What follows belongs to an exercise in optimizing a design on an open flow for small area; a production flow would make more cautious choices.
At most, simulation tests tie the RTL to the original design; equivalence was not proved.
Function not checked in run 4: the RTL went through the layout flow alone.
Power and IR drop assume default switching activity.

**design.v**
```verilog
module ALUSystem(
input[2:0] RF_O1Sel,
input[2:0] RF_O2Sel,
input[1:0] RF_FunSel,
input[3:0] RF_RSel,
input[3:0] RF_TSel,
input[3:0] ALU_FunSel,
input[1:0] ARF_OutASel,
input[1:0] ARF_OutBSel,
input[1:0] ARF_FunSel,
input[3:0] ARF_RSel,
input      IR_LH,
input      IR_Enable,
input[1:0] IR_FunSel,
input      Mem_WR,
input      Mem_CS,
input[1:0] MuxASel,
input[1:0] MuxBSel,
input      MuxCSel,
input      Clock,
input [7:0] Mem_RData,
output [7:0] RF_O1,
output [7:0] RF_O2,
output [7:0] ALU_Out,
output [3:0] ALU_FlagOut,
output [7:0] ARF_OutA,
output [7:0] ARF_OutB,
output [15:0] IR_Out,
output [7:0] MuxAOut,
output [7:0] MuxBOut,
output [7:0] MuxCOut
);
    function [7:0] nxt8(input [7:0] q, input ld, input [7:0] ldv, input cnt, input dn);
        reg [7:0] x, t;
        integer i;
        begin
            x = q ^ {8{dn}};
            t[0] = cnt;
            for (i = 1; i < 8; i = i + 1) t[i] = t[i-1] & x[i-1];
            nxt8 = ld ? ldv : (q ^ t);
        end
    endfunction
    wire [7:0] MemOut = (~Mem_WR & ~Mem_CS) ? Mem_RData : 8'h00;
    reg [7:0] ma, mb, mc;
    reg [7:0] alu;
    reg fc, fo;
    reg [7:0] T1, T2, T3, T4, R1, R2, R3, R4;
    reg [2:0] o1s, o2s;
    wire rf_dn = ~RF_FunSel[0];
    wire [7:0] rf_ldv = ma & {8{RF_FunSel[0]}};
    always @(posedge Clock) begin
        T1 <= nxt8(T1, RF_TSel[3] & ~RF_FunSel[1], rf_ldv, RF_TSel[3] & RF_FunSel[1], rf_dn);
        T2 <= nxt8(T2, RF_TSel[2] & ~RF_FunSel[1], rf_ldv, RF_TSel[2] & RF_FunSel[1], rf_dn);
        T3 <= nxt8(T3, RF_TSel[1] & ~RF_FunSel[1], rf_ldv, RF_TSel[1] & RF_FunSel[1], rf_dn);
        T4 <= nxt8(T4, RF_TSel[0] & ~RF_FunSel[1], rf_ldv, RF_TSel[0] & RF_FunSel[1], rf_dn);
        R1 <= nxt8(R1, RF_RSel[3] & ~RF_FunSel[1], rf_ldv, RF_RSel[3] & RF_FunSel[1], rf_dn);
        R2 <= nxt8(R2, RF_RSel[2] & ~RF_FunSel[1], rf_ldv, RF_RSel[2] & RF_FunSel[1], rf_dn);
        R3 <= nxt8(R3, RF_RSel[1] & ~RF_FunSel[1], rf_ldv, RF_RSel[1] & RF_FunSel[1], rf_dn);
        R4 <= nxt8(R4, RF_RSel[0] & ~RF_FunSel[1], rf_ldv, RF_RSel[0] & RF_FunSel[1], rf_dn);
        o1s <= RF_O1Sel;
        o2s <= RF_O2Sel;
    end
    wire [7:0] o1h = 8'd1 << o1s;
    wire [7:0] o2h = 8'd1 << o2s;
    wire [7:0] rf_o1 = (T1 & {8{o1h[0]}}) | (T2 & {8{o1h[1]}}) | (T3 & {8{o1h[2]}}) | (T4 & {8{o1h[3]}})
                     | (R1 & {8{o1h[4]}}) | (R2 & {8{o1h[5]}}) | (R3 & {8{o1h[6]}}) | (R4 & {8{o1h[7]}});
    wire [7:0] rf_o2 = (T1 & {8{o2h[0]}}) | (T2 & {8{o2h[1]}}) | (T3 & {8{o2h[2]}}) | (T4 & {8{o2h[3]}})
                     | (R1 & {8{o2h[4]}}) | (R2 & {8{o2h[5]}}) | (R3 & {8{o2h[6]}}) | (R4 & {8{o2h[7]}});
    reg [7:0] AR, SP, PCP, PC;
    reg [1:0] oas, obs;
    wire arf_dn = ARF_FunSel[0];
    wire [7:0] arf_ldv = mb & {8{ARF_FunSel[0]}};
    always @(posedge Clock) begin
        PC  <= nxt8(PC,  ARF_RSel[3] & ~ARF_FunSel[1], arf_ldv, ARF_RSel[3] & ARF_FunSel[1], arf_dn);
        AR  <= nxt8(AR,  ARF_RSel[2] & ~ARF_FunSel[1], arf_ldv, ARF_RSel[2] & ARF_FunSel[1], arf_dn);
        SP  <= nxt8(SP,  ARF_RSel[1] & ~ARF_FunSel[1], arf_ldv, ARF_RSel[1] & ARF_FunSel[1], arf_dn);
        PCP <= nxt8(PCP, ARF_RSel[0] & ~ARF_FunSel[1], arf_ldv, ARF_RSel[0] & ARF_FunSel[1], arf_dn);
        oas <= ARF_OutASel;
        obs <= ARF_OutBSel;
    end
    wire [3:0] oah = 4'd1 << oas;
    wire [3:0] obh = 4'd1 << obs;
    wire [7:0] arf_a = (AR & {8{oah[0]}}) | (SP & {8{oah[1]}}) | (PCP & {8{oah[2]}}) | (PC & {8{oah[3]}});
    wire [7:0] arf_b = (AR & {8{obh[0]}}) | (SP & {8{obh[1]}}) | (PCP & {8{obh[2]}}) | (PC & {8{obh[3]}});
    reg [15:0] ir;
    reg [15:0] ir_t, ir_x;
    integer k;
    wire ir_cnt = IR_Enable & IR_FunSel[1];
    wire ir_ldl = IR_Enable & ~IR_FunSel[1] & ~(IR_FunSel[0] & IR_LH);
    wire ir_ldh = IR_Enable & ~IR_FunSel[1] & ~(IR_FunSel[0] & ~IR_LH);
    wire [7:0] ir_ldv = MemOut & {8{IR_FunSel[0]}};
    always @* begin
        ir_x = ir ^ {16{~IR_FunSel[0]}};
        ir_t[0] = ir_cnt;
        for (k = 1; k < 16; k = k + 1) ir_t[k] = ir_t[k-1] & ir_x[k-1];
    end
    always @(posedge Clock) begin
        ir[7:0] <= ir_ldl ? ir_ldv : (ir[7:0] ^ ir_t[7:0]);
        ir[15:8] <= ir_ldh ? ir_ldv : (ir[15:8] ^ ir_t[15:8]);
    end
    always @(posedge Clock) begin
        case (MuxASel)
            2'd0: ma <= alu; 2'd1: ma <= MemOut; 2'd2: ma <= ir[7:0]; default: ma <= arf_a;
        endcase
        case (MuxBSel)
            2'd0: mb <= alu; 2'd1: mb <= MemOut; 2'd2: mb <= ir[7:0]; default: mb <= arf_a;
        endcase
        mc <= MuxCSel ? arf_a : rf_o1;
    end
    wire [7:0] A = mc;
    wire [7:0] B = rf_o2;
    wire [3:0] F = ALU_FunSel;
    reg [3:0] lut;
    always @* begin
        case (F)
            4'b0000: lut = 4'b1100;  
            4'b0001: lut = 4'b1010;  
            4'b0010: lut = 4'b0011;  
            4'b0011: lut = 4'b0101;  
            4'b0100: lut = 4'b0110;  
            4'b0101: lut = 4'b1001;  
            4'b0110: lut = 4'b1001;  
            4'b0111: lut = 4'b1000;  
            4'b1000: lut = 4'b1110;  
            4'b1001: lut = 4'b0111;  
            4'b1010: lut = 4'b0110;  
            default: lut = 4'b0000;
        endcase
    end
    wire [7:0] lu;
    wire [8:0] cy;
    assign cy[0] = F[0];
    genvar g;
    generate for (g = 0; g < 8; g = g + 1) begin : gbit
        assign lu[g] = lut[{A[g], B[g]}];
        assign cy[g+1] = lu[g] ? cy[g] : A[g];
    end endgenerate
    wire [7:0] sum = lu ^ cy[7:0];
    wire [7:0] shl = {A[6:0], 1'b0};
    wire [7:0] shr = {(F == 4'b1110) ? A[7] : (F == 4'b1111) ? fc : 1'b0, A[7:1]};
    reg [7:0] r;
    reg c, o;
    always @* begin
        c = fc;
        o = fo;
        case (F)
            4'b0100: begin r = sum; c = cy[8]; o = cy[8]; end
            4'b0101: begin r = sum; c = cy[8] & (|B); o = c ^ sum[7]; end
            4'b0110: r = cy[8] ? A : 8'h00;
            4'b1011: begin r = shl; c = A[7]; end
            4'b1100: begin r = shr; c = A[0]; end
            4'b1101: r = shl;
            4'b1110: r = shr;
            4'b1111: begin r = shr; c = A[0]; end
            default: r = lu;
        endcase
    end
    always @(posedge Clock) begin
        alu <= r;
        fc <= c;
        fo <= o;
    end
    assign RF_O1 = rf_o1;
    assign RF_O2 = rf_o2;
    assign ALU_Out = alu;
    assign ALU_FlagOut = {~|alu, fc, alu[7], fo};
    assign ARF_OutA = arf_a;
    assign ARF_OutB = arf_b;
    assign IR_Out = ir;
    assign MuxAOut = ma;
    assign MuxBOut = mb;
    assign MuxCOut = mc;
endmodule
```
**run.sh**
```bash
#!/bin/bash
# synth_recipe.tcl (not shown) runs the flow's synth.tcl, then flattens the netlist and writes it again
# the make line also repeats each setting of config.mk as NAME=value (left out here)
make -C /OpenROAD-flow-scripts/flow DESIGN_CONFIG=/design/flow/config.mk WORK_HOME=/design/flow/orfs CLKGATE_MAP_FILE= SYNTH_SCRIPT=/design/flow/synth_recipe.tcl finish
```
**config.mk**
```make
export PLATFORM = sky130hd
export DESIGN_NAME = ALUSystem
export DESIGN_NICKNAME = ALUSystem
export VERILOG_FILES = /design/flow/design.v
export SDC_FILE = /design/flow/constraint.sdc
export NUM_CORES = 4
export LEC_CHECK = 0
export ABC_AREA = 1
export CAP_MARGIN = 20
export CORE_MARGIN = 2
export CORE_UTILIZATION = 40
export CTS_BUF_LIST = sky130_fd_sc_hd__clkbuf_4 sky130_fd_sc_hd__clkbuf_8
export SLEW_MARGIN = 20
```
**constraint.sdc**
```tcl
create_clock -name core_clock -period 4.5 [get_ports {Clock}]
set_input_delay 0.9000 -clock core_clock [delete_from_list [all_inputs] [get_ports {Clock}]]
set_output_delay 0.9000 -clock core_clock [all_outputs]
set_load 0.01 [all_outputs]
```
==> impl_metrics.csv, run 1 <==
group,metric,value,unit
grt,grt.total_usage,0.2503,
clock_network,h-tree-depth,4,
floorplan,dieArea,0.02674,mm2
timing,tns,0,ns
pwr,p_sw,2.256,mW
pwr,p_total,5.447,mW
floorplan,core-area,0.02511,mm2
synthesis,synth-edff-count,2,
layout,fill_cells,2625,
pwr,peakVddDrop,0.0001816,V
timing,tightest_slew,0.9748,ns
timing,hold_violations,0,
grt,grt_max_degree,45,
route,drtAntennaViolNets,0,
worst_hold_path,holdCritStartpoint,"PCP[5]$_DFF_P_",
clock_network,path_clk_slew,0.10,ns
timing,rsz0062_at_grt,"false",
pwr,intPower,3.190,mW
grt,antenna_found_initial,0,
placed_design,dpl.cell_count,2003,
layout,regMostFlops,"ir",
synthesis,async_flop_share,0,
clock_network,post_cts_buffers,0,
clock_network,root_buffer,"clkbuf_8",
timing,min_period,3.914,ns
floorplan,io_pins,134,
floorplan,fp.dieH,163.5,um
placed_design,place_area,0.01185,mm2
worst_setup_path,crit_path_end_kind,"output pin",
worst_setup_path,regToRegSetupSlack,1.36,ns
route,wl_per_cell,16.47,um
worst_setup_path,required,3.60,ns
layout,largest_register_ffs,16,
synthesis,synth_seq_cells,156,
floorplan,row_count,58,
clock_network,cts_buffers,17,
timing,slew_headroom,0.3502,
grt,grt_remaining_overflow,0,
pwr,netSwitchingFraction,0.4142,
clock_network,cts.sinks,156,
worst_setup_path,path_class,"reg -> out",
synthesis,syn_nets,1619,
outcome,status,"finished clean",
run,cap_violations,0,
worst_setup_path,cp-start-kind,"flop",
timing,drv_slew,0,
worst_setup_path,crit_arrival,3.01,ns
clock_network,clkLatencyLatePin,0.49,ns
route,drt_wl_total,33520,um
worst_hold_path,hold_class,"reg -> reg",
timing,finClkSkew,0.02447,ns
layout,n_antenna_cell,0,
worst_setup_path,ff2ff_path_depth,26,
timing,fmax,0.2555,GHz
synthesis,ys_warn_count,1,
pwr,leakage,5.202,nW
route,drt-initial-drc-count,1000,
timing,post-route-period-util,0.8699,
synthesis,syn_inst,1565,
layout,drive_gt1_frac,0.07507,
pwr,combPwrFrac,0.380,
grt,grt_pass1_wl,51870,um
layout,synthToLayoutAreaGrowth,20.76,%
synthesis,ys_types,50,
route,num_vias,10700,
clock_network,cts_max_path_buffers,2,
layout,instances_no_fill,2035,
placed_design,dp_hpwl,26270,um
route,avgViaCountPerCell,5.256,
route,drt_drc_violations_left,0,
route,first_pass_iters,5,
layout,fin_nets,1746,
worst_setup_path,path_max_fanout,5,
synthesis,yosysSeqAreaShare,0.3088,
timing,setup_viol,0,
clock_network,cts_tree,"built",
grt,grt_pass1_vias,9456,
synthesis,syn_avg_cell_area,6.504,um2
worst_setup_path,r2r-start,"o2s[1]$_DFF_P_",
floorplan,initial_core_util,0.4054,
layout,finalInstanceArea,0.01229,mm2
clock_network,cts_resized,0,
worst_setup_path,r2r-end,"fo$_DFFE_PP_",
pwr,seqPwrFrac,0.398,
synthesis,synth_area,0.01018,mm2
worst_hold_path,min_to,"PCP[5]$_DFF_P_",
placed_design,gp_congestion,0.8993,
synthesis,synth_top_flop_cell,"dfxtp_1",
pwr,pwr-share-clk,0.221,
floorplan,die_x,163.5,um
clock_network,postCtsHoldBufs,0,
worst_hold_path,worstHoldPathCells,2,
pwr,cellPowerDensity,443.1,mW/mm2
placed_design,numPortBuffers,133,
## final cells by class
| class | instances | area, um2 | share of cell area |
|---|---|---|---|
| timing repair buffer | 150 | 1454 | 0.1183 |
| tap | 330 | 412.9 | 0.03359 |
| multi-input combinational | 1147 | 6013 | 0.4892 |
| clock inverter | 15 | 206.4 | 0.01680 |
| sequential | 156 | 3143 | 0.2557 |
| inverter | 220 | 828.3 | 0.06739 |
| clock buffer | 17 | 234.0 | 0.01903 |
## cell usage after synthesis, types with 6 or more instances
cell type	number	area, um2
a31oi_1	19	118.9
xnor2_1	24	210.2
nand3_1	57	285.3
or2_2	10	62.56
o22ai_1	47	294.0
mux2_2	12	135.1
o21ai_0	172	860.8
o21ai_2	6	52.55
inv_1	206	773.2
nor2_1	109	409.1
a21oi_1	62	310.3
o211ai_1	11	82.58
nand2_2	15	93.84
dfxtp_1	154	3083
inv_2	8	30.03
nand2_1	422	1584
nand4_1	26	162.7
xor2_1	69	604.3
nor3_1	18	90.09
a221oi_1	14	122.6
nand2_4	6	67.56
clkbuf_1	29	108.9
## power by group through the flow
stage / Combinational, mW / Clock, mW / Sequential, mW
finish: 2.07 / 1.20 / 2.17
CTS: 2.06 / 1.24 / 2.16
global route: 2.30 / 1.28 / 2.22
detailed placement: 2.05 / 0 / 2.19
global placement: 2.03 / 0 / 2.19
floorplan: 1.24 / 0 / 2.08
## worst max-delay path, stage by stage (launching register included)
cell and delay, ns:
dfxtp_1 0.40, inv_1 0.09, nor2_1 0.39, inv_1 0.20, o21ai_0 0.77, clkdlybuf4s50_1 0.69
## worst max path at each step
stage,cells after the start,endpoint,start
after floorplan,26,fo$_DFFE_PP_,ALU_FunSel[0]
after global placement,27,fo$_DFFE_PP_,ALU_FunSel[0]
after detailed placement,27,fo$_DFFE_PP_,ALU_FunSel[0]
after CTS,5,ARF_OutA[5],oas[0]$_DFF_P_
after global routing,5,ARF_OutA[5],oas[0]$_DFF_P_
final,5,ARF_OutA[5],oas[0]$_DFF_P_
## cells by family (layout without fill, tap and decap cells)
family,after synthesis,in the layout,share of synthesized area
AO/OA/AOI/OAI,359,359,0.2073
buffers and inverters,262,402,0.1004
AND/OR/NAND/NOR,679,679,0.2853
multiplexers,12,12,0.01328
XOR/XNOR,93,93,0.08002
adder cells (fa/ha/maj),4,4,0.004917
flip-flops,156,156,0.3088
## per-stage QoR
stage	hold slack (ns)	setup slack, ns	util
floorplan	0.4693	1.294	-
global placement	0.4842	0.4326	0.4720
detailed placement	0.4930	0.3559	0.4720
CTS	0.5114	0.6983	0.4895
global route	0.5407	0.5524	0.4895
finish	0.5159	0.5855	0.4895
## metal layers
| layer | vias to the layer above | GRT usage | part of all wire |
|---|---|---|---|
| li1 | 5389 | - | - |
| met1 | 4865 | 0.3602 | 0.48 |
| met2 | 395 | 0.3813 | 0.43 |
| met3 | 46 | 0.04393 | 0.076 |
| met4 | 0 | 0.07416 | 0.022 |
| met5 | - | 0 | 0 |
## layout by cell type (no fill, tap or decap), types with 5 or more instances in the layout
cell type | synthesis | final
xnor2_1 | 24 | 24
inv_6 | 0 | 7
buf_4 | 3 | 17
inv_1 | 206 | 206
nand3_1 | 57 | 57
a31oi_1 | 19 | 19
o22ai_1 | 47 | 47
inv_2 | 8 | 8
o21ai_2 | 6 | 6
nand2_4 | 6 | 6
clkinv_1 | 5 | 5
clkbuf_8 | 0 | 17
a21oi_1 | 62 | 62
or2_2 | 10 | 10
nand2_2 | 15 | 15
xor2_1 | 69 | 69
nor2_1 | 109 | 109
clkdlybuf4s50_1 | 0 | 132
a221oi_1 | 14 | 14
a22oi_1 | 5 | 5
o211ai_1 | 11 | 11
mux2_2 | 12 | 12
nand3_2 | 5 | 5
nand4_1 | 26 | 26
nand2_1 | 422 | 422
nor3_1 | 18 | 18
dfxtp_1 | 154 | 154
o21ai_0 | 172 | 172
==> run 2: changes to the inputs <==
==> flow/run.sh (new file) <==
#!/bin/bash
# Own layout flow: the standard layout (standard.sh), changed in three ways:
#  - synthesis maps the logic with an area-oriented ABC script (flow/abc_area.script);
#    everything else in synthesis, registers included, is the standard synthesis;
#  - every input and output port gets a buffer of the smallest buffer cell, buf_1;
#  - the clock tree uses small clock buffers and no dummy loads.
# Each tool's full output goes to a log file of its own in this folder.
set -euo pipefail
W=$PWD

# Synthesis: the standard scripts, with only the ABC area script replaced.
rm -rf "$W/own_scripts"
cp -r "$FLOW_HOME/scripts" "$W/own_scripts"
cp "$W/flow/abc_area.script" "$W/own_scripts/abc_area.script"
bash standard.sh SCRIPTS_DIR="$W/own_scripts" ABC_AREA=1 synth > "$W/synth.log" 2>&1

# The rest of the standard layout.
bash standard.sh \
  "BUFFER_PORTS_ARGS=-buffer_cell sky130_fd_sc_hd__buf_1" \
  "CTS_ARGS=-sink_clustering_enable -repair_clock_nets -dont_use_dummy_load -buf_list {sky130_fd_sc_hd__clkbuf_8}" \
  finish > "$W/layout.log" 2>&1
==> flow/abc_area.script (new file) <==
strash
&get -n
&fraig -x
&put
scorr
dc2
strash
&get -n
&dch -f
&nf -R 1000
&put
&get -n
&dch -f
&nf -R 1000
&put
&get -n
&dch -f
&nf -R 1000
&put
&get -n
&dch -f
&nf -R 1000
&put
&get -n
&dch -f
&nf -R 1000
&put
&get -n
&dch -f
&nf -R 1000
&put
&get -n
&dch -f
&nf -R 1000
&put
&get -n
&dch -f
&nf -R 1000
&put
==> standard.sh (new file) <==
#!/bin/bash
# synth_recipe.tcl (not shown) runs the flow's synth.tcl, then flattens the netlist and writes it again
# the make line also repeats each setting of config.mk as NAME=value (left out here)
make -C /OpenROAD-flow-scripts/flow DESIGN_CONFIG=/design/flow/config.mk WORK_HOME=/design/flow/orfs CLKGATE_MAP_FILE= SYNTH_SCRIPT=/design/flow/synth_recipe.tcl "${@:-finish}"
--- a/config.mk
+++ b/config.mk
@@ -11,3 +11,3 @@
 export CORE_UTILIZATION = 40
-export CTS_BUF_LIST = sky130_fd_sc_hd__clkbuf_4 sky130_fd_sc_hd__clkbuf_8
+export GPL_TIMING_DRIVEN = 0
 export SLEW_MARGIN = 20
removed: run.sh
==> impl_metrics.csv, run 2 <==
group,metric,value,unit
outcome,status,"finished clean",
layout,drive_gt1_frac,0.03932,
grt,antenna_found_initial,0,
worst_setup_path,r2r-start,"o2s[1]$_DFF_P_",
timing,hold_violations,0,
synthesis,synth-simple-area-share,0.1950,
timing,finClkSkew,0.04059,ns
synthesis,synth_top_area_share,0.3427,
route,drtAntennaViolNets,0,
layout,fin_nets,1353,
route,drt_wl_total,29060,um
layout,regMostFlops,"ir",
grt,grt.total_usage,0.2433,
synthesis,synth-edff-count,2,
route,met1_length,13430,um
timing,drv_slew,0,
floorplan,core-area,0.02196,mm2
grt,grt_remaining_overflow,0,
synthesis,synth_fa_ha_area_frac,0.005563,
placed_design,dpl.cell_count,1556,
clock_network,cts.sinks,156,
floorplan,io_pins,134,
worst_hold_path,hold_class,"in -> reg",
worst_setup_path,crit_arrival,4.65,ns
route,top_layer_used,"met4",
synthesis,ys_types,41,
synthesis,synth_seq_cells,156,
timing,worst_slack,0.2364,ns
timing,whs,0.5058,ns
synthesis,synth.largest_area_cell,"dfxtp_1",
route,num_vias,9248,
grt,grt_pass1_wl,45650,um
synthesis,synth_area,0.008996,mm2
synthesis,ys_warn_count,1,
timing,post-route-period-util,0.9475,
synthesis,async_flop_share,0,
synthesis,syn_nets,1192,
layout,layout_common_cells,"nand2_1 (211), dfxtp_1 (153), buf_1 (130)",
route,wl_per_cell,18.42,um
synthesis,ys_top_cells_by_area,"dfxtp_1 (34%), nand2_1 (8.8%), o21ai_0 (7.1%), a21oi_1 (7.1%), xnor2_1 (6.6%)",
clock_network,root_buffer,"clkbuf_8",
floorplan,row_count,54,
route,met2_length,12250,um
worst_setup_path,path_class,"reg -> reg",
timing,tns,0,ns
synthesis,yosysSeqAreaShare,0.3494,
floorplan,initial_core_util,0.4097,
synthesis,synthMuxAreaShare,0.03129,
clock_network,path_clk_slew,0.10,ns
worst_setup_path,required,4.89,ns
layout,instances_no_fill,1577,
synthesis,yosysMostFrequentCell,"nand2_1",
timing,slew_headroom,0.2469,
worst_setup_path,regToRegSetupSlack,0.24,ns
worst_setup_path,cp-start-kind,"flop",
pwr,leakage,3.949,nW
synthesis,synth_common_cells,"nand2_1 (211), dfxtp_1 (154), o21ai_0 (128)",
floorplan,die_x,154.0,um
route,drt-initial-drc-count,1245,
clock_network,cts_buffers,17,
timing,setup_viol,0,
placed_design,gp_congestion,0.9253,
placed_design,dpl_worst_slack,-1.038,ns
layout,largest_register_ffs,16,
route,wl_met3,2941,um
synthesis,synth_xor_area_frac,0.1275,
pwr,cellPowerDensity,502.4,mW/mm2
synthesis,syn_inst,1138,
route,drt_drc_violations_left,0,
route,first_pass_iters,11,
clock_network,cts_tree,"built",
floorplan,dieArea,0.02371,mm2
worst_setup_path,path_max_fanout,8,
route,avgViaCountPerCell,5.864,
worst_setup_path,crit_path_end_kind,"flop",
clock_network,cts_max_path_buffers,2,
layout,n_antenna_cell,0,
clock_network,clkLatencyLatePin,0.47,ns
synthesis,synth_top_family_by_area,"compound AO/OA/AOI/OAI gates",
clock_network,h-tree-depth,4,
placed_design,dp_hpwl,21510,um
placed_design,numPortBuffers,133,
grt,grt_max_degree,39,
worst_setup_path,crit_path_start,"o2s[1]$_DFF_P_",
synthesis,syn_avg_cell_area,7.905,um2
timing,min_period,4.264,ns
timing,fmax,0.2345,GHz
synthesis,synth_compound_area_frac,0.2804,
floorplan,fp.dieH,154.0,um
layout,final_common_cell,"nand2_1",
layout,synthToLayoutAreaGrowth,14.37,%
worst_hold_path,holdCritStartpoint,"ARF_OutASel[0]",
run,cap_violations,0,
pwr,peakVddDrop,0.0002112,V
timing,tightest_slew,1.127,ns
synthesis,synth_top_flop_cell,"dfxtp_1",
grt,grt_pass1_vias,8378,
layout,fill_cells,2244,
[run 2: cell type report]
cell class                      count  area [um2]  share of cell area
Sequential cell                   156        3144              0.3056
Tap cell                          280       350.3             0.03405
Clock buffer                       17       234.0             0.02274
Buffer                              3       22.52            0.002189
Inverter                           20       76.32            0.007418
Multi-Input combinational cell    959        5861              0.5696
Timing Repair Buffer              142       600.6             0.05837
[run 2: per-stage QoR]
step	cell area (um2)	total power, mW	util
finish	10290	5.169	0.4685
global route	10290	5.528	0.4685
CTS	10250	5.143	0.4670
detailed placement	9927	4.300	0.4521
global placement	9846	4.260	0.4484
floorplan	8996	3.572	-
[run 2: kinds of logic after synthesis]
kind of cell               after synthesis
buffers and inverters                   23
AOI/OAI and AO/OA                      400
adders and majority gates                4
and+or+nand+nor                        397
DFF                                    156
xor gates and xnor gates               131
muxes                                   27
[run 2: worst paths after layout]
| path | end | depth (start not counted) |
|---|---|---|
| worst min register to register | PCP[0]$_DFF_P_ | 2 |
| worst max register to register | alu[6]$_DFF_P_ | 19 |
| worst max-delay path | alu[6]$_DFF_P_ | 19 |
| worst min-delay path | oas[0]$_DFF_P_ | 1 |
[run 2: power by group]
group / internal, mW / switching (mW)
sequential: 1.80 / 0.686
combinational: 0.807 / 1.05
clock: 0.334 / 0.487
[run 2: worst max-delay path, cell delays in order (launching register included)]
cell and delay, ns:
dfxtp_1 0.63, and3b_1 0.36, a222oi_1 0.35, nand3_2 0.29, mux2i_1 0.19, nor2_1 0.18
a21o_1 0.17, nor2_1 0.08, o21ai_1 0.15, o21ai_1 0.13, a21o_1 0.23, a21oi_2 0.18
nor2b_1 0.07, o21ai_1 0.16, o21ai_0 0.14, and2_0 0.20, nor2_2 0.14, and3_4 0.26
a22oi_1 0.10, nand2_1 0.19
[run 2: what timing repair did]
| item | CTS | global route |
|---|---|---|
| buffers inserted | 2 | 2 |
| hold buffers | 0 | 0 |
| gates resized for setup | 21 | 7 |
| pin swaps | 1 | 1 |
| endpoints found under the setup margin | 10 | 10 |
[run 2: routing by layer]
layer	track usage	vias up
met2	0.3605	458
met3	0.05834	39
met1	0.3540	4266
met4	0.06097	0
met5	0	-
li1	-	4485
==> run 3: changes to the inputs <==
--- a/flow/run.sh
+++ b/flow/run.sh
@@ -19,3 +19,3 @@
   "BUFFER_PORTS_ARGS=-buffer_cell sky130_fd_sc_hd__buf_1" \
-  "CTS_ARGS=-sink_clustering_enable -repair_clock_nets -dont_use_dummy_load -buf_list {sky130_fd_sc_hd__clkbuf_8}" \
+  "CTS_ARGS=-sink_clustering_enable -repair_clock_nets -dont_use_dummy_load -buf_list {sky130_fd_sc_hd__clkbuf_4 sky130_fd_sc_hd__clkbuf_8}" \
   finish > "$W/layout.log" 2>&1
--- a/config.mk
+++ b/config.mk
@@ -11,3 +11,2 @@
 export CORE_UTILIZATION = 40
-export GPL_TIMING_DRIVEN = 0
 export SLEW_MARGIN = 20
==> impl_metrics.csv, run 3 <==
group,metric,value,unit
worst_setup_path,cp_common_cell,"o21ai_0",
layout,fin_nets,1370,
placed_design,dp_hpwl,22430,um
floorplan,dieArea,0.02371,mm2
synthesis,synth_compound_area_frac,0.2804,
synthesis,synth_xor_area_frac,0.1275,
synthesis,ys_types,41,
route,wl_per_cell,18.33,um
clock_network,h-tree-depth,4,
timing,finClkSkew,0.03304,ns
route,avgViaCountPerCell,5.814,
synthesis,synth-simple-area-share,0.1950,
timing,tns,0,ns
worst_setup_path,path_max_fanout,8,
layout,fill_cells,2269,
clock_network,cts_tree,"built",
timing,hold_violations,0,
worst_setup_path,path_cells,"nor3_2 > a22oi_1 > nand4_1 > buf_4 > mux2i_1 > nand2_1 > a21oi_1 > nor2_1 > o21ai_1 > o21ai_0 > a21o_1 > a21oi_1 > nor2b_1 > o21ai_0 > o21ai_0 > and2_0 > nor2_1 > buf_4 > o21ai_0 > xnor2_1",
floorplan,fp.dieH,154.0,um
worst_hold_path,hold_class,"in -> reg",
pwr,leakage,3.987,nW
grt,grt_pass1_vias,8490,
pwr,cellPowerDensity,504.5,mW/mm2
placed_design,numPortBuffers,133,
layout,drive_gt1_frac,0.03881,
synthesis,async_flop_share,0,
synthesis,synth_top_area_share,0.3427,
layout,regMostFlops,"ir",
timing,post-route-period-util,0.9174,
clock_network,clkLatencyLatePin,0.46,ns
grt,grt_pass1_wl,46210,um
worst_setup_path,slowest_delay,0.56,ns
timing,setup_viol,0,
route,drt-initial-drc-count,1150,
timing,fmax,0.2422,GHz
timing,slew_headroom,0.3330,
pwr,peakVddDrop,0.0001976,V
clock_network,root_buffer,"clkbuf_8",
layout,n_antenna_cell,0,
route,first_pass_iters,9,
timing,whs,0.5290,ns
outcome,status,"finished clean",
worst_setup_path,r2r-start,"o2s[1]$_DFF_P_",
grt,grt_remaining_overflow,0,
synthesis,synth_top_flop_cell,"dfxtp_1",
timing,min_period,4.128,ns
synthesis,synth_area,0.008996,mm2
run,cap_violations,0,
clock_network,post_cts_buffers,0,
grt,grt.total_usage,0.2451,
synthesis,synth_common_cells,"nand2_1 (211), dfxtp_1 (154), o21ai_0 (128)",
floorplan,row_count,54,
floorplan,io_pins,134,
timing,drv_slew,0,
synthesis,synthMuxAreaShare,0.03129,
layout,largest_register_ffs,16,
synthesis,ys_warn_count,1,
worst_setup_path,required,4.67,ns
floorplan,initial_core_util,0.4097,
placed_design,gp_congestion,0.9288,
worst_setup_path,slowest_stage,"nor3_2",
floorplan,core-area,0.02196,mm2
route,num_vias,9268,
worst_setup_path,crit_path_start,"o2s[1]$_DFF_P_",
floorplan,die_x,154.0,um
worst_setup_path,regToRegSetupSlack,0.37,ns
worst_setup_path,ff2ff_path_depth,20,
synthesis,syn_nets,1192,
synthesis,yosysSeqAreaShare,0.3494,
worst_setup_path,path_class,"reg -> reg",
route,drt_wl_total,29220,um
timing,rsz0062_at_grt,"false",
layout,layout_common_cells,"nand2_1 (211), dfxtp_1 (154), buf_1 (131)",
layout,final_common_cell,"nand2_1",
synthesis,yosysMostFrequentCell,"nand2_1",
worst_setup_path,crit_end,"fo$_DFFE_PP_",
synthesis,synth-edff-count,2,
synthesis,syn_avg_cell_area,7.905,um2
synthesis,syn_inst,1138,
worst_setup_path,cp-start-kind,"flop",
synthesis,synth_seq_cells,156,
clock_network,cts.sinks,156,
synthesis,synth_fa_ha_area_frac,0.005563,
worst_setup_path,crit_arrival,4.30,ns
clock_network,path_clk_slew,0.09,ns
timing,tightest_slew,0.9984,ns
route,drtAntennaViolNets,0,
layout,synthToLayoutAreaGrowth,14.35,%
synthesis,synth_top_family_by_area,"compound AO/OA/AOI/OAI gates",
worst_setup_path,crit_path_end_kind,"flop",
grt,grt_max_degree,51,
pwr,p_total,5.190,mW
clock_network,cts_buffers,17,
synthesis,ys_top_cells_by_area,"dfxtp_1 (34%), nand2_1 (8.8%), o21ai_0 (7.1%), a21oi_1 (7.1%), xnor2_1 (6.6%)",
route,drt_drc_violations_left,0,
grt,antenna_found_initial,0,
clock_network,cts_max_path_buffers,2,
worst_setup_path,r2r-end,"fo$_DFFE_PP_",
synthesis,synth.largest_area_cell,"dfxtp_1",
run 3: cell count changes in the layout (fill, tap and decap cells not counted), sizes merged:
cell	change
clkbuf	+1
buf	+16
run 3: cell type report:
cell class              count  area, um2  area share
clock buffers              17      234.0     0.02274
inverters                  20      75.07    0.007297
multi-input cells         959       5766      0.5604
flip-flops and latches    156       3143      0.3055
well taps                 280      350.3     0.03405
repair buffers            162      719.4     0.06993
run 3: routing by layer:
| metal | vias to the layer above | wire length (um) | GRT usage | part of all wire |
|---|---|---|---|---|
| met5 | - | 0 | 0 | 0 |
| met4 | 0 | 457 | 0.06320 | 0.016 |
| met3 | 39 | 2881 | 0.05383 | 0.099 |
| met2 | 455 | 12310 | 0.3696 | 0.42 |
| met1 | 4256 | 13570 | 0.3536 | 0.46 |
| li1 | 4518 | - | - | - |
run 3: cell families after synthesis:
| group | count (synthesis) |
|---|---|
| adders and majority gates | 4 |
| buffers and inverters | 23 |
| DFF | 156 |
| AOI/OAI and AO/OA | 400 |
| xor gates and xnor gates | 131 |
| and+or+nand+nor | 397 |
| muxes | 27 |
run 3: worst min-delay path by stage:
stage                           endpoint  slack, ns  depth (start not counted)           start
after CTS                 oas[1]$_DFF_P_       0.49                          1  ARF_OutASel[1]
after global routing      oas[0]$_DFF_P_       0.50                          1  ARF_OutASel[0]
after floorplan            ma[5]$_DFF_P_       0.49                          2  alu[5]$_DFF_P_
final                     oas[1]$_DFF_P_       0.53                          1  ARF_OutASel[1]
after detailed placement   mc[7]$_DFF_P_       0.53                          2   PC[7]$_DFF_P_
after global placement     mc[7]$_DFF_P_       0.53                          2   PC[7]$_DFF_P_
run 3: worst max-delay path, delay by kind of cell (launching register included):
family,cells,cell delay (ns)
compound gates,9,1.62
simple gates,7,1.23
flops,1,0.39
buf+inv,2,0.28
mux,1,0.18
xor+xnor,1,0.14
run 3: stage by stage:
step | util | worst slack (ns) | cell area [um2] | instances
floorplan | - | 0.1496 | 8996 | 1138
global placement | 0.4574 | 0.1134 | 10040 | 1577
detailed placement | 0.4574 | 0.03044 | 10040 | 1577
CTS | 0.4681 | 0.1363 | 10280 | 1594
global route | 0.4685 | 0.04660 | 10290 | 1594
finish | 0.4685 | 0.3715 | 10290 | 1594
run 3: report_power, final:
part	switching [mW]	internal, mW	leakage, nW	total (mW)
logic	1.04	0.826	2.56	1.87
registers	0.720	1.80	1.30	2.52
clock network	0.464	0.334	0.122	0.798
run 3: timing repair:
action,CTS,global route
setup endpoints to repair,0,10
hold endpoints to repair,0,0
hold buffers,0,0
resized for setup,0,4
==> run 4: changes to the inputs <==
--- a/design.v
+++ b/design.v
@@ -32,12 +32,2 @@
 );
-    function [7:0] nxt8(input [7:0] q, input ld, input [7:0] ldv, input cnt, input dn);
-        reg [7:0] x, t;
-        integer i;
-        begin
-            x = q ^ {8{dn}};
-            t[0] = cnt;
-            for (i = 1; i < 8; i = i + 1) t[i] = t[i-1] & x[i-1];
-            nxt8 = ld ? ldv : (q ^ t);
-        end
-    endfunction
     wire [7:0] MemOut = (~Mem_WR & ~Mem_CS) ? Mem_RData : 8'h00;
@@ -48,13 +38,28 @@
     reg [2:0] o1s, o2s;
-    wire rf_dn = ~RF_FunSel[0];
     wire [7:0] rf_ldv = ma & {8{RF_FunSel[0]}};
-    always @(posedge Clock) begin
-        T1 <= nxt8(T1, RF_TSel[3] & ~RF_FunSel[1], rf_ldv, RF_TSel[3] & RF_FunSel[1], rf_dn);
-        T2 <= nxt8(T2, RF_TSel[2] & ~RF_FunSel[1], rf_ldv, RF_TSel[2] & RF_FunSel[1], rf_dn);
-        T3 <= nxt8(T3, RF_TSel[1] & ~RF_FunSel[1], rf_ldv, RF_TSel[1] & RF_FunSel[1], rf_dn);
-        T4 <= nxt8(T4, RF_TSel[0] & ~RF_FunSel[1], rf_ldv, RF_TSel[0] & RF_FunSel[1], rf_dn);
-        R1 <= nxt8(R1, RF_RSel[3] & ~RF_FunSel[1], rf_ldv, RF_RSel[3] & RF_FunSel[1], rf_dn);
-        R2 <= nxt8(R2, RF_RSel[2] & ~RF_FunSel[1], rf_ldv, RF_RSel[2] & RF_FunSel[1], rf_dn);
-        R3 <= nxt8(R3, RF_RSel[1] & ~RF_FunSel[1], rf_ldv, RF_RSel[1] & RF_FunSel[1], rf_dn);
-        R4 <= nxt8(R4, RF_RSel[0] & ~RF_FunSel[1], rf_ldv, RF_RSel[0] & RF_FunSel[1], rf_dn);
+    wire [7:0] T1_d;
+    cnt8 c_T1(.q(T1), .cnt(RF_TSel[3] & RF_FunSel[1]), .ld(RF_TSel[3] & ~RF_FunSel[1]), .up(RF_FunSel[0]), .v(rf_ldv), .d(T1_d));
+    wire [7:0] T2_d;
+    cnt8 c_T2(.q(T2), .cnt(RF_TSel[2] & RF_FunSel[1]), .ld(RF_TSel[2] & ~RF_FunSel[1]), .up(RF_FunSel[0]), .v(rf_ldv), .d(T2_d));
+    wire [7:0] T3_d;
+    cnt8 c_T3(.q(T3), .cnt(RF_TSel[1] & RF_FunSel[1]), .ld(RF_TSel[1] & ~RF_FunSel[1]), .up(RF_FunSel[0]), .v(rf_ldv), .d(T3_d));
+    wire [7:0] T4_d;
+    cnt8 c_T4(.q(T4), .cnt(RF_TSel[0] & RF_FunSel[1]), .ld(RF_TSel[0] & ~RF_FunSel[1]), .up(RF_FunSel[0]), .v(rf_ldv), .d(T4_d));
+    wire [7:0] R1_d;
+    cnt8 c_R1(.q(R1), .cnt(RF_RSel[3] & RF_FunSel[1]), .ld(RF_RSel[3] & ~RF_FunSel[1]), .up(RF_FunSel[0]), .v(rf_ldv), .d(R1_d));
+    wire [7:0] R2_d;
+    cnt8 c_R2(.q(R2), .cnt(RF_RSel[2] & RF_FunSel[1]), .ld(RF_RSel[2] & ~RF_FunSel[1]), .up(RF_FunSel[0]), .v(rf_ldv), .d(R2_d));
+    wire [7:0] R3_d;
+    cnt8 c_R3(.q(R3), .cnt(RF_RSel[1] & RF_FunSel[1]), .ld(RF_RSel[1] & ~RF_FunSel[1]), .up(RF_FunSel[0]), .v(rf_ldv), .d(R3_d));
+    wire [7:0] R4_d;
+    cnt8 c_R4(.q(R4), .cnt(RF_RSel[0] & RF_FunSel[1]), .ld(RF_RSel[0] & ~RF_FunSel[1]), .up(RF_FunSel[0]), .v(rf_ldv), .d(R4_d));
+    always @(posedge Clock) begin
+        T1 <= T1_d;
+        T2 <= T2_d;
+        T3 <= T3_d;
+        T4 <= T4_d;
+        R1 <= R1_d;
+        R2 <= R2_d;
+        R3 <= R3_d;
+        R4 <= R4_d;
         o1s <= RF_O1Sel;
@@ -70,9 +75,16 @@
     reg [1:0] oas, obs;
-    wire arf_dn = ARF_FunSel[0];
     wire [7:0] arf_ldv = mb & {8{ARF_FunSel[0]}};
-    always @(posedge Clock) begin
-        PC  <= nxt8(PC,  ARF_RSel[3] & ~ARF_FunSel[1], arf_ldv, ARF_RSel[3] & ARF_FunSel[1], arf_dn);
-        AR  <= nxt8(AR,  ARF_RSel[2] & ~ARF_FunSel[1], arf_ldv, ARF_RSel[2] & ARF_FunSel[1], arf_dn);
-        SP  <= nxt8(SP,  ARF_RSel[1] & ~ARF_FunSel[1], arf_ldv, ARF_RSel[1] & ARF_FunSel[1], arf_dn);
-        PCP <= nxt8(PCP, ARF_RSel[0] & ~ARF_FunSel[1], arf_ldv, ARF_RSel[0] & ARF_FunSel[1], arf_dn);
+    wire [7:0] PC_d;
+    cnt8 c_PC(.q(PC), .cnt(ARF_RSel[3] & ARF_FunSel[1]), .ld(ARF_RSel[3] & ~ARF_FunSel[1]), .up(~ARF_FunSel[0]), .v(arf_ldv), .d(PC_d));
+    wire [7:0] AR_d;
+    cnt8 c_AR(.q(AR), .cnt(ARF_RSel[2] & ARF_FunSel[1]), .ld(ARF_RSel[2] & ~ARF_FunSel[1]), .up(~ARF_FunSel[0]), .v(arf_ldv), .d(AR_d));
+    wire [7:0] SP_d;
+    cnt8 c_SP(.q(SP), .cnt(ARF_RSel[1] & ARF_FunSel[1]), .ld(ARF_RSel[1] & ~ARF_FunSel[1]), .up(~ARF_FunSel[0]), .v(arf_ldv), .d(SP_d));
+    wire [7:0] PCP_d;
+    cnt8 c_PCP(.q(PCP), .cnt(ARF_RSel[0] & ARF_FunSel[1]), .ld(ARF_RSel[0] & ~ARF_FunSel[1]), .up(~ARF_FunSel[0]), .v(arf_ldv), .d(PCP_d));
+    always @(posedge Clock) begin
+        PC <= PC_d;
+        AR <= AR_d;
+        SP <= SP_d;
+        PCP <= PCP_d;
         oas <= ARF_OutASel;
@@ -85,4 +97,2 @@
     reg [15:0] ir;
-    reg [15:0] ir_t, ir_x;
-    integer k;
     wire ir_cnt = IR_Enable & IR_FunSel[1];
@@ -91,11 +101,8 @@
     wire [7:0] ir_ldv = MemOut & {8{IR_FunSel[0]}};
-    always @* begin
-        ir_x = ir ^ {16{~IR_FunSel[0]}};
-        ir_t[0] = ir_cnt;
-        for (k = 1; k < 16; k = k + 1) ir_t[k] = ir_t[k-1] & ir_x[k-1];
-    end
-    always @(posedge Clock) begin
-        ir[7:0] <= ir_ldl ? ir_ldv : (ir[7:0] ^ ir_t[7:0]);
-        ir[15:8] <= ir_ldh ? ir_ldv : (ir[15:8] ^ ir_t[15:8]);
-    end
+    wire [15:0] ir_d;
+    wire ir_tl, ir_th;
+    cnt8 c_irl(.q(ir[7:0]), .cnt(ir_cnt), .ld(ir_ldl), .up(IR_FunSel[0]), .v(ir_ldv), .d(ir_d[7:0]));
+    assign ir_th = ir_cnt & (IR_FunSel[0] ? &ir[7:0] : ~|ir[7:0]);
+    cnt8 c_irh(.q(ir[15:8]), .cnt(ir_th), .ld(ir_ldh), .up(IR_FunSel[0]), .v(ir_ldv), .d(ir_d[15:8]));
+    always @(posedge Clock) ir <= ir_d;
     always @(posedge Clock) begin
@@ -173 +180,45 @@
 endmodule
+module cnt8(input [7:0] q, input cnt, input ld, input up, input [7:0] v, output [7:0] d);
+    wire nld;
+    wire [8:0] tc;       
+    wire [7:0] mn;       
+    assign tc[0] = cnt;
+    g_inv u_nld(.a(ld), .y(nld));
+    genvar i;
+    generate for (i = 0; i < 8; i = i + 1) begin : b
+        g_a22oi u_m(.a1(q[i]), .a2(nld), .b1(v[i]), .b2(ld), .y(mn[i]));
+        if (i % 2 == 0) begin : ev
+            wire x;
+            g_xnor2 u_d(.a(mn[i]), .b(tc[i]), .y(d[i]));
+            if (i < 7) begin : c
+                g_xnor2 u_x(.a(q[i]), .b(up), .y(x));
+                g_nand2 u_t(.a(tc[i]), .b(x), .y(tc[i+1]));
+            end
+        end else begin : od
+            wire nx;
+            g_xor2 u_d(.a(mn[i]), .b(tc[i]), .y(d[i]));
+            if (i < 7) begin : c
+                g_xor2 u_x(.a(q[i]), .b(up), .y(nx));
+                g_nor2 u_t(.a(tc[i]), .b(nx), .y(tc[i+1]));
+            end
+        end
+    end endgenerate
+endmodule
+module g_inv(input a, output y);
+    assign y = ~a;
+endmodule
+module g_nand2(input a, input b, output y);
+    assign y = ~(a & b);
+endmodule
+module g_nor2(input a, input b, output y);
+    assign y = ~(a | b);
+endmodule
+module g_xor2(input a, input b, output y);
+    assign y = a ^ b;
+endmodule
+module g_xnor2(input a, input b, output y);
+    assign y = ~(a ^ b);
+endmodule
+module g_a22oi(input a1, input a2, input b1, input b2, output y);
+    assign y = ~((a1 & a2) | (b1 & b2));
+endmodule
--- a/config.mk
+++ b/config.mk
@@ -12 +12,3 @@
 export SLEW_MARGIN = 20
+export SYNTH_HIERARCHICAL = 1
+export SYNTH_MINIMUM_KEEP_SIZE = 0
==> impl_metrics.csv, run 4 <==
group,metric,value,unit
synthesis,synth_seq_cells,156,
layout,instances_no_fill,1481,
synthesis,ys_warn_count,7,
layout,largest_register_ffs,16,
layout,synthToLayoutAreaGrowth,15.50,%
grt,grt_max_degree,46,
synthesis,yosysMostFrequentCell,"dfxtp_1",
layout,multi_input_area,0.005653,mm2
synthesis,yosysSeqAreaShare,0.3533,
clock_network,cts_max_path_buffers,2,
floorplan,die_x,153.1,um
worst_setup_path,path_class,"in -> reg",
floorplan,dieArea,0.02345,mm2
synthesis,synth_area,0.008897,mm2
floorplan,fp.dieH,153.1,um
run,cap_violations,0,
timing,tns,0,ns
placed_design,place_area,0.01002,mm2
pwr,cellPowerDensity,505.0,mW/mm2
clock_network,cts_tree,"built",
route,drt-initial-drc-count,785,
grt,met2_usage,0.4077,
timing,fmax,0.2482,GHz
synthesis,async_flop_share,0,
layout,layout_common_cells,"dfxtp_1 (152), nand2_1 (149), a22oi_1 (137)",
worst_setup_path,ff2ff_path_depth,20,
timing,rsz0062_at_grt,"false",
floorplan,io_pins,134,
worst_setup_path,path_max_fanout,8,
grt,grt.met1_usage,0.3150,
placed_design,gp_congestion,0.9306,
worst_setup_path,required,4.85,ns
route,avgViaCountPerCell,5.820,
layout,drive_gt1_frac,0.05329,
clock_network,clkLatencyLatePin,0.46,ns
grt,grt_pass1_wl,45310,um
worst_setup_path,path_cells,"buf_1 > buf_4 > ha_1 > clkinv_1 > o31a_1 > buf_4 > o21ai_0 > a21boi_0 > o21ai_1 > nand2_1 > and2_0 > o21ai_1 > nand2_1 > and2_0 > o21ai_1 > a21oi_1 > o21a_1 > nor2_1 > and3_1 > buf_4 > a221o_1",
clock_network,cts_resized,0,
timing,hold_violations,0,
timing,worst_slack,0.4703,ns
synthesis,synth_top_flop_cell,"dfxtp_1",
synthesis,ys_types,40,
timing,tightest_slew,1.032,ns
worst_hold_path,hold_class,"reg -> reg",
route,drt_drc_violations_left,0,
clock_network,h-tree-depth,4,
grt,grt.busiest_layer,"met2",
layout,fill_cells,2181,
timing,post-route-period-util,0.8955,
placed_design,dpl_worst_slack,-0.04781,ns
grt,grt.total_usage,0.2421,
timing,min_period,4.030,ns
synthesis,synth.largest_area_cell,"dfxtp_1",
layout,final_common_cell,"dfxtp_1",
route,drtAntennaViolNets,0,
layout,finalInstanceArea,0.01028,mm2
route,num_vias,8619,
pwr,leakage,3.592,nW
placed_design,numPortBuffers,133,
worst_setup_path,slowest_stage,"a221o_1",
placed_design,dp_hpwl,22320,um
layout,register_area,0.003146,mm2
pwr,peakVddDrop,0.0002207,V
grt,met3_usage,0.04225,
synthesis,synth_common_cells,"dfxtp_1 (154), nand2_1 (149), a22oi_1 (137)",
worst_setup_path,crit_path_end_kind,"flop",
worst_setup_path,r2r-end,"alu[5]$_DFF_P_",
clock_network,post_cts_buffers,0,
floorplan,core-area,0.02182,mm2
clock_network,postCtsHoldBufs,0,
timing,whs,0.4918,ns
worst_setup_path,cp-start-kind,"input port",
pwr,p_total,5.190,mW
clock_network,path_clk_slew,0.08,ns
floorplan,initial_core_util,0.4077,
synthesis,syn_nets,1069,
outcome,status,"finished clean",
worst_setup_path,regToRegSetupSlack,0.47,ns
grt,grt_pass1_vias,8171,
layout,n_antenna_cell,0,
synthesis,syn_inst,1015,
route,drt_wl_total,28770,um
layout,post-route-util,0.4709,
worst_setup_path,r2r-start,"o2s[1]$_DFF_P_",
clock_network,cts_buffers,17,
worst_setup_path,slowest_delay,0.35,ns
route,wl_per_cell,19.43,um
worst_setup_path,crit_end,"alu[5]$_DFF_P_",
grt,grt_remaining_overflow,0,
placed_design,dpl.cell_count,1464,
layout,fin_nets,1257,
timing,finClkSkew,0.03706,ns
worst_setup_path,crit_path_start,"ALU_FunSel[0]",
synthesis,syn_avg_cell_area,8.766,um2
floorplan,row_count,54,
synthesis,synth-edff-count,2,
synthesis,synth_top_area_share,0.3465,
worst_setup_path,crit_arrival,4.37,ns
grt,antenna_found_initial,0,
route,first_pass_iters,9,
clock_network,cts.sinks,156,
timing,drv_slew,0,
synthesis,ys_top_cells_by_area,"dfxtp_1 (35%), a22oi_1 (12%), xnor2_1 (11%), xor2_1 (9.6%), a222oi_1 (6.5%)",
layout,regMostFlops,"ir",
timing,slew_headroom,0.3070,
timing,setup_viol,0,
clock_network,root_buffer,"clkbuf_8",
## run 4: cell count changes after synthesis, sizes merged, moves of 8 or more
cell	previous run	this run
xor2	63	98
o211ai	9	1
mux2i	18	8
nand2	211	149
a22oi	29	137
o21ai	128	14
and2	6	37
a21oi	127	15
xnor2	68	116
nand2b	26	2
mux2	9	1
a21o	15	1
## run 4: metal layers
layer	vias to the layer above	wire length (um)
li1	4129	-
met1	4125	12460
met2	317	13900
met3	48	1809
met4	0	602
met5	-	0
## run 4: report_power, final
group	switching, mW	leakage (nW)	total (mW)	internal [mW]
clock	0.466	0.122	0.799	0.333
combinational	1.05	2.17	1.97	0.917
sequential	0.608	1.29	2.42	1.82
total	2.12	3.59	5.19	3.07
## run 4: layout make-up
| type | instances | share of cell area |
|---|---|---|
| clock buffer | 17 | 0.02277 |
| tap | 280 | 0.03409 |
| sequential | 156 | 0.3061 |
| multi-input combinational | 830 | 0.5501 |
| inverter | 26 | 0.009497 |
| timing repair buffer | 172 | 0.07744 |
## run 4: cells by family (layout without fill, tap and decap cells)
kind of cell | Yosys count | count (layout) | synth area share
adder cells (fa/ha/maj) | 4 | 4 | 0.005625
XOR/XNOR | 214 | 214 | 0.2107
AO/OA/AOI/OAI | 262 | 262 | 0.2315
AND/OR/NAND/NOR | 341 | 341 | 0.1752
buffers and inverters | 29 | 215 | 0.01350
multiplexers | 9 | 9 | 0.01027
flip-flops | 156 | 156 | 0.3533
## run 4: critical path: cells and delay by family
family	cells	cell delay, ns
AOI/OAI and AO/OA	9	1.86
adders and majority gates	1	0.17
buffers and inverters	5	0.70
and+or+nand+nor	6	0.75
## run 4: worst min path at each step
| stage | from | endpoint | slack [ns] | cells after the start |
|---|---|---|---|---|
| floorplan | SP[7]$_DFF_P_ | mc[7]$_DFF_P_ | 0.48 | 2 |
| global placement | alu[6]$_DFF_P_ | ma[6]$_DFF_P_ | 0.49 | 2 |
| detailed placement | alu[5]$_DFF_P_ | ma[5]$_DFF_P_ | 0.49 | 2 |
| CTS | ARF_OutASel[1] | oas[1]$_DFF_P_ | 0.50 | 1 |
| global route | ARF_OutASel[1] | oas[1]$_DFF_P_ | 0.49 | 1 |
| finish | alu[5]$_DFF_P_ | ma[5]$_DFF_P_ | 0.49 | 2 |
## run 4: modules after synthesis, one instance, submodules excluded, a selection
module,copies in the design,area (um2),cells
g_inv,14,3.754,1
g_nor2,42,3.754,1
g_xor2,98,8.758,1
g_a22oi,112,7.507,1
g_nand2,56,3.754,1
g_xnor2,112,8.758,1
ALUSystem,1,5797,581
==> run 5: changes to the inputs <==
--- a/design.v
+++ b/design.v
@@ -67,8 +67,5 @@
     end
-    wire [7:0] o1h = 8'd1 << o1s;
-    wire [7:0] o2h = 8'd1 << o2s;
-    wire [7:0] rf_o1 = (T1 & {8{o1h[0]}}) | (T2 & {8{o1h[1]}}) | (T3 & {8{o1h[2]}}) | (T4 & {8{o1h[3]}})
-                     | (R1 & {8{o1h[4]}}) | (R2 & {8{o1h[5]}}) | (R3 & {8{o1h[6]}}) | (R4 & {8{o1h[7]}});
-    wire [7:0] rf_o2 = (T1 & {8{o2h[0]}}) | (T2 & {8{o2h[1]}}) | (T3 & {8{o2h[2]}}) | (T4 & {8{o2h[3]}})
-                     | (R1 & {8{o2h[4]}}) | (R2 & {8{o2h[5]}}) | (R3 & {8{o2h[6]}}) | (R4 & {8{o2h[7]}});
+    wire [7:0] rf_o1, rf_o2;
+    rfport p1(.s(o1s), .r0(T1), .r1(T2), .r2(T3), .r3(T4), .r4(R1), .r5(R2), .r6(R3), .r7(R4), .o(rf_o1));
+    rfport p2(.s(o2s), .r0(T1), .r1(T2), .r2(T3), .r3(T4), .r4(R1), .r5(R2), .r6(R3), .r7(R4), .o(rf_o2));
     reg [7:0] AR, SP, PCP, PC;
@@ -116,50 +113,5 @@
     end
-    wire [7:0] A = mc;
-    wire [7:0] B = rf_o2;
-    wire [3:0] F = ALU_FunSel;
-    reg [3:0] lut;
-    always @* begin
-        case (F)
-            4'b0000: lut = 4'b1100;  
-            4'b0001: lut = 4'b1010;  
-            4'b0010: lut = 4'b0011;  
-            4'b0011: lut = 4'b0101;  
-            4'b0100: lut = 4'b0110;  
-            4'b0101: lut = 4'b1001;  
-            4'b0110: lut = 4'b1001;  
-            4'b0111: lut = 4'b1000;  
-            4'b1000: lut = 4'b1110;  
-            4'b1001: lut = 4'b0111;  
-            4'b1010: lut = 4'b0110;  
-            default: lut = 4'b0000;
-        endcase
-    end
-    wire [7:0] lu;
-    wire [8:0] cy;
-    assign cy[0] = F[0];
-    genvar g;
-    generate for (g = 0; g < 8; g = g + 1) begin : gbit
-        assign lu[g] = lut[{A[g], B[g]}];
-        assign cy[g+1] = lu[g] ? cy[g] : A[g];
-    end endgenerate
-    wire [7:0] sum = lu ^ cy[7:0];
-    wire [7:0] shl = {A[6:0], 1'b0};
-    wire [7:0] shr = {(F == 4'b1110) ? A[7] : (F == 4'b1111) ? fc : 1'b0, A[7:1]};
-    reg [7:0] r;
-    reg c, o;
-    always @* begin
-        c = fc;
-        o = fo;
-        case (F)
-            4'b0100: begin r = sum; c = cy[8]; o = cy[8]; end
-            4'b0101: begin r = sum; c = cy[8] & (|B); o = c ^ sum[7]; end
-            4'b0110: r = cy[8] ? A : 8'h00;
-            4'b1011: begin r = shl; c = A[7]; end
-            4'b1100: begin r = shr; c = A[0]; end
-            4'b1101: r = shl;
-            4'b1110: r = shr;
-            4'b1111: begin r = shr; c = A[0]; end
-            default: r = lu;
-        endcase
-    end
+    wire [7:0] r;
+    wire c, o;
+    alu_dp ua(.A(mc), .B(rf_o2), .F(ALU_FunSel), .fc(fc), .fo(fo), .r(r), .c(c), .o(o));
     always @(posedge Clock) begin
@@ -224 +176,120 @@
 endmodule
+module rfport(input [2:0] s, input [7:0] r0, r1, r2, r3, r4, r5, r6, r7, output [7:0] o);
+    wire [2:0] ns;
+    wire [7:0] h;
+    g_inv u_i0(.a(s[0]), .y(ns[0]));
+    g_inv u_i1(.a(s[1]), .y(ns[1]));
+    g_inv u_i2(.a(s[2]), .y(ns[2]));
+    g_nor3 u_h0(.a(s[2]),  .b(s[1]),  .c(s[0]),  .y(h[0]));
+    g_nor3 u_h1(.a(s[2]),  .b(s[1]),  .c(ns[0]), .y(h[1]));
+    g_nor3 u_h2(.a(s[2]),  .b(ns[1]), .c(s[0]),  .y(h[2]));
+    g_nor3 u_h3(.a(s[2]),  .b(ns[1]), .c(ns[0]), .y(h[3]));
+    g_nor3 u_h4(.a(ns[2]), .b(s[1]),  .c(s[0]),  .y(h[4]));
+    g_nor3 u_h5(.a(ns[2]), .b(s[1]),  .c(ns[0]), .y(h[5]));
+    g_nor3 u_h6(.a(ns[2]), .b(ns[1]), .c(s[0]),  .y(h[6]));
+    g_nor3 u_h7(.a(ns[2]), .b(ns[1]), .c(ns[0]), .y(h[7]));
+    genvar i;
+    generate for (i = 0; i < 8; i = i + 1) begin : b
+        wire n0, n1, n2;
+        g_a222oi u_a(.a1(r0[i]), .a2(h[0]), .b1(r1[i]), .b2(h[1]), .c1(r2[i]), .c2(h[2]), .y(n0));
+        g_a222oi u_b(.a1(r3[i]), .a2(h[3]), .b1(r4[i]), .b2(h[4]), .c1(r5[i]), .c2(h[5]), .y(n1));
+        g_a22oi  u_c(.a1(r6[i]), .a2(h[6]), .b1(r7[i]), .b2(h[7]), .y(n2));
+        g_nand3  u_o(.a(n0), .b(n1), .c(n2), .y(o[i]));
+    end endgenerate
+endmodule
+module alu_dp(input [7:0] A, input [7:0] B, input [3:0] F, input fc, input fo,
+              output [7:0] r, output reg c, output reg o);
+    wire [3:0] k;
+    wire arith, narith, cmp, L, R;
+    alu_ctl u_ctl(.F(F), .k(k), .arith(arith), .narith(narith), .cmp(cmp), .L(L), .R(R));
+    wire msb = F[1] & (F[0] ? fc : A[7]);               
+    wire [7:0] lu, nbase, nshv;
+    wire [8:0] cy;      
+    wire G;
+    assign cy[0] = F[0];
+    genvar i;
+    generate for (i = 0; i < 8; i = i + 1) begin : b
+        g_mux4 u_lu(.d0(k[0]), .d1(k[1]), .d2(k[2]), .d3(k[3]), .s0(B[i]), .s1(A[i]), .y(lu[i]));
+        if (i % 2 == 0) begin : ev
+            wire nca;
+            g_mux2i u_c(.a0(A[i]), .a1(cy[i]), .s(lu[i]), .y(cy[i+1]));
+            g_nand2 u_ca(.a(cy[i]), .b(arith), .y(nca));
+            g_xor2 u_s(.a(lu[i]), .b(nca), .y(nbase[i]));
+        end else begin : od
+            wire na, ca;
+            g_inv u_na(.a(A[i]), .y(na));
+            g_mux2i u_c(.a0(na), .a1(cy[i]), .s(lu[i]), .y(cy[i+1]));
+            g_nor2 u_ca(.a(cy[i]), .b(narith), .y(ca));
+            g_xnor2 u_s(.a(lu[i]), .b(ca), .y(nbase[i]));
+        end
+        if (i == 0) begin : s0
+            g_a22oi u_sh(.a1(A[1]), .a2(R), .b1(A[0]), .b2(G), .y(nshv[0]));
+        end else if (i == 7) begin : s7
+            g_a222oi u_sh(.a1(A[6]), .a2(L), .b1(msb), .b2(R), .c1(A[7]), .c2(G), .y(nshv[7]));
+        end else begin : sm
+            g_a222oi u_sh(.a1(A[i-1]), .a2(L), .b1(A[i+1]), .b2(R), .c1(A[i]), .c2(G), .y(nshv[i]));
+        end
+        g_o21ai u_r(.a1(nbase[i]), .a2(cmp), .b1(nshv[i]), .y(r[i]));
+    end endgenerate
+    wire co = cy[8];
+    assign G = cmp & co;
+    always @* begin
+        c = fc;
+        o = fo;
+        case (F)
+            4'b0100: begin c = co; o = co; end
+            4'b0101: begin c = co & (|B); o = c ^ r[7]; end
+            4'b1011: c = A[7];
+            4'b1100: c = A[0];
+            4'b1111: c = A[0];
+            default: ;
+        endcase
+    end
+endmodule
+module alu_ctl(input [3:0] F, output [3:0] k, output arith, output narith, output cmp, output L, output R);
+    reg [7:0] t;
+    always @* begin
+        case (F)
+            4'b0000: t = 8'b1100_0000;  
+            4'b0001: t = 8'b1010_0000;  
+            4'b0010: t = 8'b0011_0000;  
+            4'b0011: t = 8'b0101_0000;  
+            4'b0100: t = 8'b0110_1000;  
+            4'b0101: t = 8'b1001_1000;  
+            4'b0110: t = 8'b1001_0100;  
+            4'b0111: t = 8'b1000_0000;  
+            4'b1000: t = 8'b1110_0000;  
+            4'b1001: t = 8'b0111_0000;  
+            4'b1010: t = 8'b0110_0000;  
+            4'b1011: t = 8'b0000_0010;  
+            4'b1100: t = 8'b0000_0001;  
+            4'b1101: t = 8'b0000_0010;  
+            4'b1110: t = 8'b0000_0001;  
+            default: t = 8'b0000_0001;  
+        endcase
+    end
+    assign k = t[7:4];
+    assign arith = t[3];
+    assign narith = ~t[3];
+    assign cmp = t[2];
+    assign L = t[1];
+    assign R = t[0];
+endmodule
+module g_nor3(input a, input b, input c, output y);
+    assign y = ~(a | b | c);
+endmodule
+module g_nand3(input a, input b, input c, output y);
+    assign y = ~(a & b & c);
+endmodule
+module g_a222oi(input a1, input a2, input b1, input b2, input c1, input c2, output y);
+    assign y = ~((a1 & a2) | (b1 & b2) | (c1 & c2));
+endmodule
+module g_o21ai(input a1, input a2, input b1, output y);
+    assign y = ~((a1 | a2) & b1);
+endmodule
+module g_mux2i(input a0, input a1, input s, output y);
+    assign y = ~(s ? a1 : a0);
+endmodule
+module g_mux4(input d0, input d1, input d2, input d3, input s0, input s1, output y);
+    assign y = s1 ? (s0 ? d3 : d2) : (s0 ? d1 : d0);
+endmodule
==> flow/run.sh (replaced) <==
#!/bin/bash
# Own layout flow: the standard layout (standard.sh), changed in these ways:
#  - synthesis maps the logic with an area-oriented ABC script (flow/abc_area.script),
#    and leaves adders to it rather than to the half- and full-adder cells;
#    everything else in synthesis, registers included, is the standard synthesis;
#  - every input and output port gets a buffer of the smallest buffer cell, buf_1;
#  - the clock tree uses small clock buffers and no dummy loads;
#  - after global routing, cells on paths with slack to spare are downsized
#    (RECOVER_POWER).
# Each tool's full output goes to a log file of its own in this folder.
set -euo pipefail
W=$PWD

# Synthesis: the standard scripts, with only the ABC area script replaced.
rm -rf "$W/own_scripts"
cp -r "$FLOW_HOME/scripts" "$W/own_scripts"
cp "$W/flow/abc_area.script" "$W/own_scripts/abc_area.script"
bash standard.sh SCRIPTS_DIR="$W/own_scripts" ABC_AREA=1 ADDER_MAP_FILE= synth > "$W/synth.log" 2>&1

# The rest of the standard layout.
bash standard.sh \
  "BUFFER_PORTS_ARGS=-buffer_cell sky130_fd_sc_hd__buf_1" \
  "CTS_ARGS=-sink_clustering_enable -repair_clock_nets -dont_use_dummy_load -buf_list {sky130_fd_sc_hd__clkbuf_4 sky130_fd_sc_hd__clkbuf_8}" \
  RECOVER_POWER=100 \
  finish > "$W/layout.log" 2>&1
==> impl_metrics.csv, run 5 <==
group,metric,value,unit
clock_network,cts_max_path_buffers,2,
worst_setup_path,crit_end,"fo$_DFF_P_",
worst_setup_path,crit_path_start,"o2s[2]$_DFF_P_",
timing,setup_viol,0,
worst_setup_path,crit_family,"multiplexers",
clock_network,path_clk_slew,0.09,ns
synthesis,syn_inst,978,
layout,post-route-util,0.4641,
outcome,layout.failed_checks,"capacitance limit, slew limit",
timing,slew_headroom,-0.3147,
pwr,leakage,3.403,nW
grt,grt_max_degree,51,
grt,grt.total_usage,0.2345,
route,drt_wl_total,27570,um
worst_setup_path,crit_arrival,4.54,ns
grt,antenna_found_initial,0,
run,cap_violations,1,
worst_setup_path,r2r-end,"fo$_DFF_P_",
route,avgViaCountPerCell,5.754,
timing,post-route-period-util,0.9353,
timing,drv_slew,29,
clock_network,root_buffer,"clkbuf_8",
synthesis,yosysMostFrequentCell,"dfxtp_1",
floorplan,fp.dieH,152.0,um
clock_network,cts.sinks,156,
placed_design,dpl.cell_count,1416,
synthesis,yosysSeqAreaShare,0.3564,
layout,final_common_cell,"dfxtp_1",
timing,fmax,0.2376,GHz
worst_setup_path,slowest_stage,"mux4_2",
synthesis,synth_top_flop_cell,"dfxtp_1",
clock_network,post_cts_buffers,0,
route,drtAntennaViolNets,0,
outcome,status,"failed layout checks",
-- run 5: cell count changes after synthesis, moves of 5 or more --
cell | previous run | this run
nor3b_1 | 6 | 0
nand2_1 | 149 | 131
clkinv_1 | 26 | 31
a22oi_1 | 137 | 129
a221oi_1 | 7 | 0
nor3_1 | 9 | 19
and3_1 | 13 | 8
nand3_1 | 17 | 23
a21oi_1 | 15 | 7
mux4_2 | 0 | 8
a222oi_1 | 58 | 71
-- run 5: how the worst min path moves through the flow --
stage / startpoint / end / slack, ns / cells past startpoint
final: fo$_DFF_P_ / fo$_DFF_P_ / 0.50 / 2
after global routing: RF_O1Sel[0] / o1s[0]$_DFF_P_ / 0.53 / 1
after CTS: fo$_DFF_P_ / fo$_DFF_P_ / 0.50 / 2
after detailed placement: fo$_DFF_P_ / fo$_DFF_P_ / 0.49 / 2
after global placement: fo$_DFF_P_ / fo$_DFF_P_ / 0.48 / 2
after floorplan: fo$_DFF_P_ / fo$_DFF_P_ / 0.46 / 2
-- run 5: metal layers --
| layer | GRT usage | part of all wire | up-vias |
|---|---|---|---|
| met5 | 0 | 0 | - |
| met3 | 0.04849 | 0.078 | 48 |
| met4 | 0.08634 | 0.026 | 0 |
| li1 | - | - | 3967 |
| met1 | 0.3224 | 0.45 | 3873 |
| met2 | 0.3642 | 0.45 | 358 |
-- run 5: cells by family after synthesis --
| kind of cell | count (synthesis) | share of synthesized area |
|---|---|---|
| AND/OR/NAND/NOR | 318 | 0.1633 |
| buffers and inverters | 34 | 0.01585 |
| XOR/XNOR | 220 | 0.2199 |
| AO/OA/AOI/OAI | 234 | 0.2149 |
| flip-flops | 156 | 0.3564 |
| multiplexers | 16 | 0.02970 |
-- run 5: power by group --
part / internal [mW] / switching (mW)
clock: 0.334 / 0.469
sequential: 1.83 / 0.625
combinational: 0.889 / 1.02
total: 3.05 / 2.12
-- run 5: what timing repair did --
item	CTS	global route
pin swaps	0	1
hold buffers	0	0
setup endpoints to repair	1	1
resized for setup	1	12
endpoints found under the hold margin	0	0
-- run 5: modules after synthesis, one instance, submodules excluded, a selection --
| module | cell area (um2) | copies in the design | cells | flops+latches |
|---|---|---|---|---|
| ALUSystem | 4279 | 1 | 357 | 156 |
| g_inv | 3.754 | 24 | 1 | 0 |
| alu_ctl | 130.1 | 1 | 24 | 0 |
| g_o21ai | 5.005 | 8 | 1 | 0 |
| g_a222oi | 10.01 | 39 | 1 | 0 |
| alu_dp | 137.6 | 1 | 25 | 0 |
| g_mux2i | 10.01 | 8 | 1 | 0 |
| g_nand2 | 3.754 | 60 | 1 | 0 |
| g_xnor2 | 8.758 | 116 | 1 | 0 |
-- run 5: worst min-delay path, delay by kind of cell, from the launching register on --
family / cells / cell delay, ns
buf+inv: 1 / 0.04
compound gates: 1 / 0.09
flops: 1 / 0.32
-- run 5: area by class of cell --
class / count / share of cell area
flip-flops and latches: 156 / 0.3106
clock buffers: 17 / 0.02324
well taps: 280 / 0.03480
inverters: 31 / 0.01156
multi-input cells: 788 / 0.5507
repair buffers: 161 / 0.06911
-- run 5: per-stage QoR --
stage               cell area, um2  power (mW)  hold slack, ns
CTS                          10040       5.155          0.5048
global route                 10070       5.473          0.5252
global placement              9804       4.329          0.4802
floorplan                     8763       3.614          0.4641
detailed placement            9804       4.351          0.4915
finish                       10070       5.165          0.4997

Setup slack of run 5, layout unchanged: 0.291 ns with ideal ports, 0.291 ns with driving cells assumed (clock clkbuf_16, inputs buf_2), -0.087 ns with port delays also shifted by the 0.477 ns mid clock arrival.
